This is an optimization exercise on Yosys and OpenROAD, whose aim is small area, a short achievable clock period and few clock cycles per item, not a production implementation. In this exercise RTL edits were held to simulation tests only and were not proved equivalent to the original. The flow treats the clock pin as an ideal source, which a real chip does not have. No activity file was given, so power comes from the tool's default toggle rates.

== run A ==
// lzss_decoder
module lzss_decoder (
  input logic rst_,
  input logic clk,
  input logic literal,
  input logic data_ready,
  input logic [3*8-1:0] data_in,
  output logic new_data_ready,
  output logic data_valid,
  output logic [8-1:0] data_out
);
For scale: ~1000 cells after synthesis, about 510 flip-flops, roughly 38 I/O pins, ~0.014 mm² of cells after synthesis.
clock: 5.0 ns
lec_check: 0
cap_margin: 20
core_margin: 2
core_utilization: 65
cts_cluster_diameter: 60
cts_cluster_size: 15
gpl_routability_driven: 0
setup_slack_margin: 3.15
slew_margin: 20
standard.sh (not shown) runs the stock make flow with config.mk's settings and CLKGATE_MAP_FILE= SYNTH_SCRIPT=/design/flow/synth_recipe.tcl, a recipe that flattens the netlist after the stock synthesis.
==> flow/flow/run.sh <==
#!/bin/bash
set -euo pipefail
R=orfs/results/${FLOW_PLATFORM}/lzss_decoder/base
bash standard.sh "BUFFER_PORTS_ARGS=-buffer_cell sky130_fd_sc_hd__buf_1" cts > 1_standard_to_cts.log 2>&1
cp $R/4_cts.odb $R/4_cts_orig.odb
R=$R openroad -no_init -exit flow/flatten_clock_tree.tcl > 2_flatten_clock_tree.log 2>&1
bash standard.sh finish > 3_standard_finish.log 2>&1
Other scripts of this flow, unchanged in this note and not shown: flow/flow/flatten_clock_tree.tcl
Run A finished every step from synthesis to the final layout, and the layout passed the timing, DRC and antenna checks.
Testbench counts of run A, summed over its fixed seeds: cycles 20,582, bytes 20,566.
Setup changes, run A to run B
-- flow/config.mk --
<<< run A, line 12
export CTS_CLUSTER_SIZE = 15
export GPL_ROUTABILITY_DRIVEN = 0
>>> run B, line 12
export CTS_CLUSTER_SIZE = 18
On met2 layer usage reported by global route, run B tracks run A almost exactly. Area growth from synthesis to layout (higher): run A. Relative to run A, worst hold margin has gone down in run B. Of run B and run A, it is run B that has the higher buffer count excluding the clock tree in the final layout. The clock share of power in run B sits 1.6 points below the value recorded for run A. On global-route total usage across every layer, run B and run A are basically level. Run B vs run A on design area: run B is the lower one. On area taken by flip-flops and latches, run B and run A are neck and neck. Utilization after layout in run B is 0.45 points lower than in run A. Run B did not stop at any stage, and its layout met the timing, DRC and antenna checks. [compare] base=run A new=run B: shortest clock period the worst path allows after layout saw little to no change, detailed-route via count now smaller.
Edits applied to the flow inputs when going from run B to run C:
-- flow/config.mk --
<<< run B, line 12
export CTS_CLUSTER_SIZE = 18
export SETUP_SLACK_MARGIN = 3.15
>>> run C, line 12
export CTS_CLUSTER_SIZE = 15
export SETUP_SLACK_MARGIN = 3.2
Notes after the runs:
When run C is set beside run B, its met1 routing resource usage after global routing turns out to be 0.68 points smaller.
Per the comparison of run C with run B, floorplan die area now sits at about the same level; time the worst path needs with I/O delays and setup did not really move; final setup slack of the worst path neither gained nor lost much; met3 wire length went down; headroom to the max-slew limit went down 0.29 points.
Relative to run C, the following input files were edited for run D:
-- flow/config.mk --
<<< run C, line 13
export SETUP_SLACK_MARGIN = 3.2
>>> run D, line 13
export GPL_TIMING_DRIVEN = 1
export SETUP_SLACK_MARGIN = 3.15
[summary]
- Re count of clock-buffer cells in the layout: no difference whatsoever between run D and run C.
- Between run C and run D, the setup slack after layout does not differ in any meaningful way.
- The post-layout net count was comparable across run C and run D.
- Between run C and run D, the difference in area growth from synthesis to layout is negligible.
- On portion of the clock cycle consumed by the worst path in the final layout, run C tracks run D almost exactly.
- The final core utilization was comparable across run C and run D.
- Between run D and run C, the overall power after layout figures differ only marginally.
- On final instance area, run C and run D are basically level.
- Diff run C -> run D: multi-input gate share of the layout cell area held, routed metal-1 wirelength lower, routed wire length comparable.
Input-level comparison between run E and run D:
-- flow/config.mk --
<<< run D, line 13
export GPL_TIMING_DRIVEN = 1
>>> run E, line 13
Findings:
As far as cell area goes, run E and run D are indistinguishable; the numbers are identical.
The power drawn by the clock network of run E and that of run D are within noise of each other.
From run D to run E the numbers moved as follows: number of diodes saw little to no change, detailed-routing iteration count for the pre-antenna-repair pass flat, critical path depth now sits at about the same level.
Here is what was changed in the inputs of run F compared with run E.
-- flow/config.mk --
<<< run E, line 11
export CTS_CLUSTER_DIAMETER = 60
>>> run F, line 11
export CTS_CLUSTER_DIAMETER = 45
[summary]
Run F ran to completion and came out clean on the timing, DRC and antenna checks.
Clock buffer count from CTS: run F higher than run E
Between run E and run F, the non-clock buffer contribution to total cell area figures differ only marginally.
Total detailed-routing wirelength of run F is on par with run E.
Diff run F..run E | residual DRC count | unchanged
Run F ends up with a maximum operating frequency that is about 0.5% lower than in run E.
Against run E, run F comes in 0.0089 ns lower on minimum setup slack in the final design.
Going from run E to run F, number of inverters outside the clock class in the layout saw little to no change; final area saw little to no change.

-- static timing again, ports no longer ideal --
The results above use ideal ports. As a check the final layouts listed here were re-extracted and re-timed, cells and wires unchanged.
Step 1 assumes that a clkbuf_16 drives the clock port and a buf_2 every other input.
Step 2 times the ports against the registers' clock, not the clock port: input delays grow and output delays shrink by t, the midpoint of the rising clock arrivals with the driver on.
a / b / c = no drivers / after step 1 / after step 2; a / b = the first two.
run | t, ns | setup WS [ns] | worst setup path after step 2 | worst data-port slew with drivers (ns) | cell pins on the clock port's net
run A | 0.433 | 3.174 / 3.074 / 3.130 | input to register | 0.04 | 4
run B | 0.408 | 3.175 / 3.088 / 3.135 | input to register | 0.04 | 4
run C | 0.433 | 3.174 / 3.075 / 3.121 | input to register | 0.04 | 4
run D | 0.433 | 3.174 / 3.074 / 3.130 | input to register | 0.04 | 4
run E | 0.433 | 3.174 / 3.074 / 3.130 | input to register | 0.04 | 4
run F | 0.425 | 3.165 / 3.073 / 3.146 | input to register | 0.04 | 4
After both steps every run listed still meets setup and hold. The setup slack of run C, which loses most, moves by -0.099 ns with the drivers and by -0.053 ns with both steps.
